Source: an optimization exercise on an open RTL-to-GDS flow (aim: small area, a short achievable clock period and few clock cycles per item). Production flows keep margins and buffers that such runs may drop. RTL that was checked went through simulation tests only; none was proved equivalent to the original.

run a:
==> flow/design.v <==
`timescale 1ns / 1ps
module seg_plan(clk,rst,start,ox,oy,oz,dx,dy,dz,mod,v_con,n,
                done,dirx,diry,dirz,disx,disy,disz,vx,vy,vz);
parameter S = 7;                   
localparam K = (26 + S - 1) / S;   
parameter KMIN = K - 1;            
input clk;
input rst;
input start;
input [10:0] ox,oy,dx,dy;
input [8:0] oz,dz;
input mod;
input [3:0] v_con;
input [3:0] n;
output reg done;
output reg dirx,diry,dirz;
output [10:0] disx,disy;
output [8:0] disz;
output [25:0] vx,vy,vz;
reg [10:0] ax,ay,bx,by;
reg [8:0] az,bz;
reg m_r;
reg [3:0] s_r;
reg [25:0] qxy,qz;       
reg minx,miny,needz_r;
reg setup;
reg [2:0] cnt;
assign disx=ax;
assign disy=ay;
assign disz=az;
reg [16:0] vv;
reg [7:0] c;
always @(*)
begin
    if(m_r==0)
    begin
        case(s_r)
        4'd1:c=50;
        4'd2:c=42;
        4'd3:c=36;
        4'd4:c=30;
        4'd5:c=24;
        4'd6:c=20;
        4'd7:c=18;
        4'd8:c=16;
        4'd9:c=14;
        4'd10:c=12;
        4'd11:c=10;
        4'd12:c=9;
        4'd13:c=8;
        4'd14:c=7;
        4'd15:c=6;
        default:c=60;
        endcase
    end
    else
    begin
        if(s_r==0) c=160;
        else c=s_r*10;
    end
end
always @(*)
begin
    if(m_r==0)
    begin
        case(s_r)
        4'd1:vv=25000;
        4'd2:vv=21000;
        4'd3:vv=18000;
        4'd4:vv=15000;
        4'd5:vv=12000;
        4'd6:vv=10000;
        4'd7:vv=9000;
        4'd8:vv=8000;
        4'd9:vv=7000;
        4'd10:vv=6000;
        4'd11:vv=5000;
        4'd12:vv=4500;
        4'd13:vv=4000;
        4'd14:vv=3500;
        4'd15:vv=3000;
        default:vv=30000;
        endcase
    end
    else
    begin
        if(s_r==0) vv=80000;
        else vv=s_r*5000;
    end
end
assign vx=minx?qxy:{9'd0,vv};
assign vy=miny?qxy:{9'd0,vv};
assign vz=needz_r?qz:26'd10000;
wire [11:0] ux={1'b0,ax}-{1'b0,bx};
wire [11:0] uy={1'b0,ay}-{1'b0,by};
wire [9:0] uz={1'b0,az}-{1'b0,bz};
wire dirx_t=ux[11];
wire diry_t=uy[11];
wire dirz_t=uz[9];
wire [10:0] disx_t=(ux[10:0]^{11{dirx_t}})+dirx_t;
wire [10:0] disy_t=(uy[10:0]^{11{diry_t}})+diry_t;
wire [8:0] disz_t=(uz[8:0]^{9{dirz_t}})+dirz_t;
wire bigx=(disx_t>=disy_t);
wire [10:0] mx=bigx?disx_t:disy_t;
wire [10:0] mn=bigx?disy_t:disx_t;
wire [18:0] cm=c*mx;
wire [23:0] p_hi=(cm<<7)-(cm<<1)-cm;
wire [25:0] P={p_hi,2'b00};
wire needx=(mn!=0)&&(disx_t!=disy_t);
wire needz=(disz_t!=0)&&!((disx_t==0)&&(disy_t==0));
reg [2:0] k_t;
reg [25:0] d0;
reg [10:0] r0xy;
reg [8:0] r0z;
integer k,j;
always @(*)
begin
    k_t=K;
    d0=P>>(S*K-26);
    r0xy=0;
    r0z=0;
    for(k=K-1;k>=KMIN;k=k-1)
    begin
        j=26-S*k;
        if((!needx||((P>>(26-j))<mn))&&(!needz||((P>>(26-j))<disz_t)))
        begin
            k_t=k;
            d0=P<<j;
            r0xy=P>>(26-j);
            r0z=P>>(26-j);
        end
    end
end
function [11:0] rstep;    
    input [10:0] r;
    input b;
    input [10:0] d;
    reg [11:0] t;
    reg [12:0] bo;
    reg q;
    integer m;
    begin
        t={r,b};
        bo[0]=1'b0;
        for(m=0;m<11;m=m+1)
            bo[m+1]=(~t[m]&d[m])|(~t[m]&bo[m])|(d[m]&bo[m]);
        bo[12]=~t[11]&bo[11];
        q=~bo[12];
        for(m=0;m<11;m=m+1)
            rstep[m]=t[m]^(q&(d[m]^bo[m]));
        rstep[11]=q;
    end
endfunction
function [9:0] rstepz;    
    input [8:0] r;
    input b;
    input [8:0] d;
    reg [9:0] t;
    reg [10:0] bo;
    reg q;
    integer m;
    begin
        t={r,b};
        bo[0]=1'b0;
        for(m=0;m<9;m=m+1)
            bo[m+1]=(~t[m]&d[m])|(~t[m]&bo[m])|(d[m]&bo[m]);
        bo[10]=~t[9]&bo[9];
        q=~bo[10];
        for(m=0;m<9;m=m+1)
            rstepz[m]=t[m]^(q&(d[m]^bo[m]));
        rstepz[9]=q;
    end
endfunction
reg [10:0] rxy_n;
reg [8:0] rz_n;
reg [25:0] qxy_n,qz_n;
reg [11:0] sxy;
reg [9:0] sz;
integer i;
always @(*)
begin
    rxy_n=bx;
    qxy_n=qxy;
    rz_n=bz;
    qz_n=qz;
    for(i=0;i<S;i=i+1)
    begin
        sxy=rstep(rxy_n,qxy_n[25],by);
        rxy_n=sxy[10:0];
        qxy_n={qxy_n[24:0],sxy[11]};
        sz=rstepz(rz_n,qz_n[25],az);
        rz_n=sz[8:0];
        qz_n={qz_n[24:0],sz[9]};
    end
    qxy_n=qxy_n+(cnt==1);
    qz_n=qz_n+(cnt==1);
end
always @(posedge clk)
begin
    if(start)
    begin
        ax<=ox;
        ay<=oy;
        az<=oz;
        bx<=dx;
        by<=dy;
        bz<=dz;
        m_r<=mod;
        s_r<=mod?n:v_con;
    end
    else if(setup)
    begin
        dirx<=dirx_t;
        diry<=diry_t;
        dirz<=dirz_t;
        ax<=disx_t;
        ay<=disy_t;
        az<=disz_t;
        by<=mn;
        bx<=r0xy;
        bz<=r0z;
        minx<=needx&&!bigx;
        miny<=needx&&bigx;
        needz_r<=needz;
    end
    else
    begin
        bx<=rxy_n;
        bz<=rz_n;
    end
    if(setup)
    begin
        qxy<=d0;
        qz<=d0;
    end
    else
    begin
        qxy<=qxy_n;
        qz<=qz_n;
    end
end
always @(posedge clk)
begin
    if(rst)
    begin
        setup<=0;
        cnt<=0;
        done<=0;
    end
    else
    begin
        setup<=start;
        done<=0;
        if(setup)
        begin
            if(needx||needz)
                cnt<=k_t;
            else
                done<=1;
        end
        else if(cnt!=0)
        begin
            cnt<=cnt-1;
            if(cnt==1)
                done<=1;
        end
    end
end
endmodule
Settings: LEC_CHECK=0, CAP_MARGIN=20, CORE_MARGIN=2, CORE_UTILIZATION=40, SLEW_MARGIN=20; clock period 100.0 ns.
run.sh (not shown) runs the stock make flow with config.mk's settings and CLKGATE_MAP_FILE= SYNTH_SCRIPT=/design/flow/synth_recipe.tcl, a recipe that flattens the netlist after the stock synthesis.
For run b, these inputs were changed with respect to run a:
-- flow/design.v --
<<< run a, line 26
reg setup;
reg [2:0] cnt;
assign disx=ax;
assign disy=ay;
>>> run b, line 26
reg setup;
reg [2:0] cnt;
reg [16:0] vv_r;         
assign disx=ax;
assign disy=ay;
<<< run a, line 89
    end
end
assign vx=minx?qxy:{9'd0,vv};
assign vy=miny?qxy:{9'd0,vv};
assign vz=needz_r?qz:26'd10000;
wire [11:0] ux={1'b0,ax}-{1'b0,bx};
>>> run b, line 90
    end
end
assign vx=minx?qxy:{9'd0,vv_r};
assign vy=miny?qxy:{9'd0,vv_r};
assign vz=needz_r?qz:26'd10000;
wire [11:0] ux={1'b0,ax}-{1'b0,bx};
<<< run a, line 137
    input [10:0] d;
    reg [11:0] t;
    reg [12:0] bo;
    reg q;
    integer m;
    begin
        t={r,b};
        bo[0]=1'b0;
        for(m=0;m<11;m=m+1)
            bo[m+1]=(~t[m]&d[m])|(~t[m]&bo[m])|(d[m]&bo[m]);
        bo[12]=~t[11]&bo[11];
        q=~bo[12];
        for(m=0;m<11;m=m+1)
            rstep[m]=t[m]^(q&(d[m]^bo[m]));
        rstep[11]=q;
    end
endfunction
>>> run b, line 138
    input [10:0] d;
    reg [11:0] t;
    begin
        t={r,b};
        rstep[11]=(t>={1'b0,d});
        rstep[10:0]=rstep[11]?(t-d):t[10:0];
    end
endfunction
<<< run a, line 157
    input [8:0] d;
    reg [9:0] t;
    reg [10:0] bo;
    reg q;
    integer m;
    begin
        t={r,b};
        bo[0]=1'b0;
        for(m=0;m<9;m=m+1)
            bo[m+1]=(~t[m]&d[m])|(~t[m]&bo[m])|(d[m]&bo[m]);
        bo[10]=~t[9]&bo[9];
        q=~bo[10];
        for(m=0;m<9;m=m+1)
            rstepz[m]=t[m]^(q&(d[m]^bo[m]));
        rstepz[9]=q;
    end
endfunction
>>> run b, line 149
    input [8:0] d;
    reg [9:0] t;
    begin
        t={r,b};
        rstepz[9]=(t>={1'b0,d});
        rstepz[8:0]=rstepz[9]?(t-d):t[8:0];
    end
endfunction
<<< run a, line 196
    qz_n=qz_n+(cnt==1);
end
always @(posedge clk)
begin
    if(start)
    begin
        ax<=ox;
>>> run b, line 179
    qz_n=qz_n+(cnt==1);
end
wire busy=setup||(cnt!=0);
always @(posedge clk)
begin
    vv_r<=vv;
    if(!busy)
    begin
        ax<=ox;
[summary]
Run b against run a: overall die width saw a decrease, inverter count of the layout excluding clock inverters saw an increase. Looking at number of nets in the finished design, run b sits 90 below run a. From run b to run a, setup fix buffers added after clock tree synthesis did not move at all. On instance count along the most critical hold path, run a and run b are basically level. Met2 global-route usage (lower): run b. Wire length (run b / run a): 0.879. Run a ended up with flip-flop to flip-flop as its critical path start-end classification; run b ended up with flip-flop to primary output. Looking only at fraction of area in multi-input gates, and setting everything else aside, the higher value of run a and run b goes to run a.
No functional check of the RTL was part of any run of this note.


== north ==
Another version of the RTL of seg_plan (not shown whole).
Size in the first run: about 2,700 cells after synthesis, about 150 flip-flops, about 0.021 sq mm of cells after synthesis.
export LEC_CHECK = 0
export CAP_MARGIN = 20
export CORE_MARGIN = 2
export CORE_UTILIZATION = 40
export SLEW_MARGIN = 20
create_clock -name core_clock -period 100.0 [get_ports {clk}]
standard.sh (not shown) runs the stock make flow with config.mk's settings and CLKGATE_MAP_FILE= SYNTH_SCRIPT=/design/flow/synth_recipe.tcl, a recipe that flattens the netlist after the stock synthesis.
==> flow/flow/run.sh <==
#!/bin/bash
# The standard layout, with the port buffers made from buf_1 cells
# (ORFS's default picks clkdlybuf4s50_1, a larger and slower delay cell).
export BUFFER_PORTS_ARGS="-buffer_cell sky130_fd_sc_hd__buf_1"
bash standard.sh > standard.log 2>&1
Testbench counts of north, summed over its fixed seeds: cycles 20,867, items 4,800.
What south does differently from north at the input level:
--- a/flow/design.v
+++ b/flow/design.v
@@ -14,13 +14,13 @@
 input [3:0] n;
 output reg done;
 output reg dirx,diry,dirz;
 output [10:0] disx,disy;
 output [8:0] disz;
 output reg [25:0] vx,vy,vz;
-reg [10:0] ax,ay,bx;
+reg [10:0] ax,ay,bx,by;
 reg [8:0] az,bz;
 reg m_r;
 reg [3:0] s_r;
 reg minx,miny,needz_r;
 reg setup;
 reg [2:0] cnt;
@@ -57,13 +57,13 @@
 assign vv[12]=(sel==5'd0)|(sel==5'd2)|(sel==5'd4)|(sel==5'd8)|(sel==5'd9)|(sel==5'd10)|(sel==5'd11)|(sel==5'd12)|(sel==5'd16)|(sel==5'd17)|(sel==5'd19)|(sel==5'd22)|(sel==5'd24)|(sel==5'd27)|(sel==5'd29)|(sel==5'd30);
 assign vv[13]=(sel==5'd0)|(sel==5'd1)|(sel==5'd4)|(sel==5'd5)|(sel==5'd6)|(sel==5'd7)|(sel==5'd16)|(sel==5'd18)|(sel==5'd19)|(sel==5'd21)|(sel==5'd22)|(sel==5'd25)|(sel==5'd28)|(sel==5'd29)|(sel==5'd31);
 assign vv[14]=(sel==5'd0)|(sel==5'd1)|(sel==5'd2)|(sel==5'd3)|(sel==5'd20)|(sel==5'd21)|(sel==5'd22)|(sel==5'd26)|(sel==5'd27)|(sel==5'd28)|(sel==5'd29);
 assign vv[15]=(sel==5'd23)|(sel==5'd24)|(sel==5'd25)|(sel==5'd26)|(sel==5'd27)|(sel==5'd28)|(sel==5'd29);
 assign vv[16]=(sel==5'd16)|(sel==5'd30)|(sel==5'd31);
 wire [11:0] ux={1'b0,ax}-{1'b0,bx};
-wire [11:0] uy={1'b0,ay}-{1'b0,vy[10:0]};
+wire [11:0] uy={1'b0,ay}-{1'b0,by};
 wire [9:0] uz={1'b0,az}-{1'b0,bz};
 wire dirx_t=ux[11];
 wire diry_t=uy[11];
 wire dirz_t=uz[9];
 wire [10:0] disx_t=(ux[10:0]^{11{dirx_t}})+dirx_t;
 wire [10:0] disy_t=(uy[10:0]^{11{diry_t}})+diry_t;
@@ -112,35 +112,30 @@
 end
 function [11:0] rstep;    
     input [10:0] r;
     input b;
     input [10:0] d;
     reg [11:0] t;
-    reg [12:0] u;
     begin
         t={r,b};
-        u={1'b0,t}-{2'b0,d};
-        rstep[11]=~u[12];
-        rstep[10:0]=u[12]?t[10:0]:u[10:0];
+        rstep[11]=(t>={1'b0,d});
+        rstep[10:0]=rstep[11]?(t-d):t[10:0];
     end
 endfunction
 function [9:0] rstepz;    
     input [8:0] r;
     input b;
     input [8:0] d;
     reg [9:0] t;
-    reg [10:0] u;
     begin
         t={r,b};
-        u={1'b0,t}-{2'b0,d};
-        rstepz[9]=~u[10];
-        rstepz[8:0]=u[10]?t[8:0]:u[8:0];
+        rstepz[9]=(t>={1'b0,d});
+        rstepz[8:0]=rstepz[9]?(t-d):t[8:0];
     end
 endfunction
 wire last=(cnt==1);
-wire [10:0] dxy=vy[10:0];    
 wire [25:0] qxy=vx;
 reg [10:0] rxy_n;
 reg [8:0] rz_n;
 reg [S-1:0] qlo_xy,qlo_z;
 reg [11:0] sxy;
 reg [9:0] sz;
@@ -148,13 +143,13 @@
 always @(*)
 begin
     rxy_n=bx;
     rz_n=bz;
     for(i=0;i<S;i=i+1)
     begin
-        sxy=rstep(rxy_n,qxy[25-i],dxy);
+        sxy=rstep(rxy_n,qxy[25-i],by);
         rxy_n=sxy[10:0];
         qlo_xy[S-1-i]=sxy[11];
         sz=rstepz(rz_n,vz[25-i],az);
         rz_n=sz[8:0];
         qlo_z[S-1-i]=sz[9];
     end
@@ -189,24 +184,26 @@
     if(!busy)
     begin
         ax<=ox;
         ay<=oy;
         az<=oz;
         bx<=dx;
+        by<=dy;
         bz<=dz;
         m_r<=mod;
         s_r<=mod?n:v_con;
     end
     else if(setup)
     begin
         dirx<=dirx_t;
         diry<=diry_t;
         dirz<=dirz_t;
         ax<=disx_t;
         ay<=disy_t;
         az<=disz_t;
+        by<=mn;
         bx<=r0xy;
         bz<=r0z;
         minx<=needx&&!bigx;
         miny<=needx&&bigx;
         needz_r<=needz;
     end
@@ -215,22 +212,19 @@
         bx<=rxy_n;
         bz<=rz_n;
     end
     if(setup)
     begin
         vx<=needx?d0:{9'd0,vv};
-        vy<={9'd0,vv[16:11],(needx||needz)?mn:vv[10:0]};
+        vy<={9'd0,vv};
         vz<=needz?d0:26'd10000;
     end
     else
     begin
         vx<=(last?minx:(minx||miny))?qxy_n:{9'd0,vv};
-        if(last)
-            vy<=miny?qxy_n:{9'd0,vv};
-        else if(!busy)
-            vy[10:0]<=dy;
+        vy<=(last&&miny)?qxy_n:{9'd0,vv};
         vz<=needz_r?qz_n:26'd10000;
     end
 end
 always @(posedge clk)
 begin
     if(rst)
==> notes.md <==
Flip-flop and latch share of the layout cell area: north vs south — no meaningful difference. Setup clock skew after layout essentially unchanged between north and south. When south is set beside north, its non-clock buffer count turns out to be 2.4% smaller. The die area in south sits 5.2% above the value recorded for north. Net count of the finished layout grows by a few percent when moving from north to south. north → south: number of diodes increased 4; share of the cycle needed by the critical path after routing essentially unchanged. south does worse than north on finished layout cell area. Wire: south routes more than north.
Only the layout flow was run in south; the RTL was not checked for function there.


## v17
Another version of the RTL of seg_plan (not shown whole).
For scale: roughly 150 flip-flops, roughly 190 I/O pins, ~21000 um2 of cells after synthesis.
export LEC_CHECK = 0
export CAP_MARGIN = 20
export CORE_MARGIN = 2
export CORE_UTILIZATION = 40
export SLEW_MARGIN = 20
create_clock -name core_clock -period 100.0 [get_ports {clk}]
Scripts as last shown in full above: flow/flow/run.sh
[inputs] v10 vs v17
-- flow/design.v --
<<< v17, line 2
module seg_plan(clk,rst,start,ox,oy,oz,dx,dy,dz,mod,v_con,n,
                done,dirx,diry,dirz,disx,disy,disz,vx,vy,vz);
parameter S = 7;                   
localparam K = (26 + S - 1) / S;   
parameter KMIN = K - 1;            
>>> v10, line 2
module seg_plan(clk,rst,start,ox,oy,oz,dx,dy,dz,mod,v_con,n,
                done,dirx,diry,dirz,disx,disy,disz,vx,vy,vz);
parameter S = 9;                   
localparam K = (26 + S - 1) / S;   
parameter KMIN = K - 1;            
### Flow results
On data required time at the worst endpoint: v10 sits above v17.
v10: critical path depth 100 above v17
Between v17 and v10, the flow reports mean area per synthesized cell decreasing slightly.
Diff v17 -> v10 | first-iteration DRC count | up by more than 10%
| clock edge transition at the registers on the reported setup and hold paths | v10 vs v17 | ≈ equal |
Of the two values seen for capturing element of the worst setup path, vx[9] was produced by v10 and disz[0] by v17.
Changes observed in v10 relative to v17: post-detailed-placement cell area +about 11%, xor/xnor cell area share of the yosys netlist -0.48 points, count of non-CTS buffers in the layout has decreased.
Compared with v17, v10 shows count of clock-buffer cells in the layout lower by 2.
Area added between synthesis and finish: v10 vs v17 down 0.72 points
Going from v17 to v10, critical path buffer and inverter count saw an increase; maximum frequency saw a decrease.
No run of this note included a check of the RTL's function; only the layout flow was run.

-- re-timing with driven ports --
No port has a modelled driver above. Below, the same layouts with a new extraction and two added sets of constraints. Step 1 assumes that a clkbuf_16 drives the clock port and a buf_2 every other input. Step 2 also shifts input and output timing later by t, the mid clock arrival at the registers, as if the neighbouring blocks saw the same clock. a / b / c = ideal / step 1 / step 2; a / b = the first two.
| run | shift t [ns] | setup slack, ns | hold WS [ns] |
|---|---|---|---|
| run a | 0.570 | 50.738 / 50.738 / 50.738 | 0.505 / 0.505 / 0.505 |
| run b | 0.555 | 77.493 / 77.433 / 77.672 | 0.472 / 0.472 / 0.472 |
| north | 0.542 | 78.584 / 78.530 / 79.071 | 0.465 / 0.465 / 0.465 |
| south | 0.557 | 78.593 / 78.534 / 78.887 | 0.555 / 0.555 / 0.555 |
| v17 | 0.530 | 78.726 / 78.672 / 78.790 | 0.501 / 0.501 / 0.501 |
| v10 | 0.529 | 72.534 / 72.534 / 72.534 | 0.513 / 0.513 / 0.513 |
After both steps every run listed still meets setup and hold.
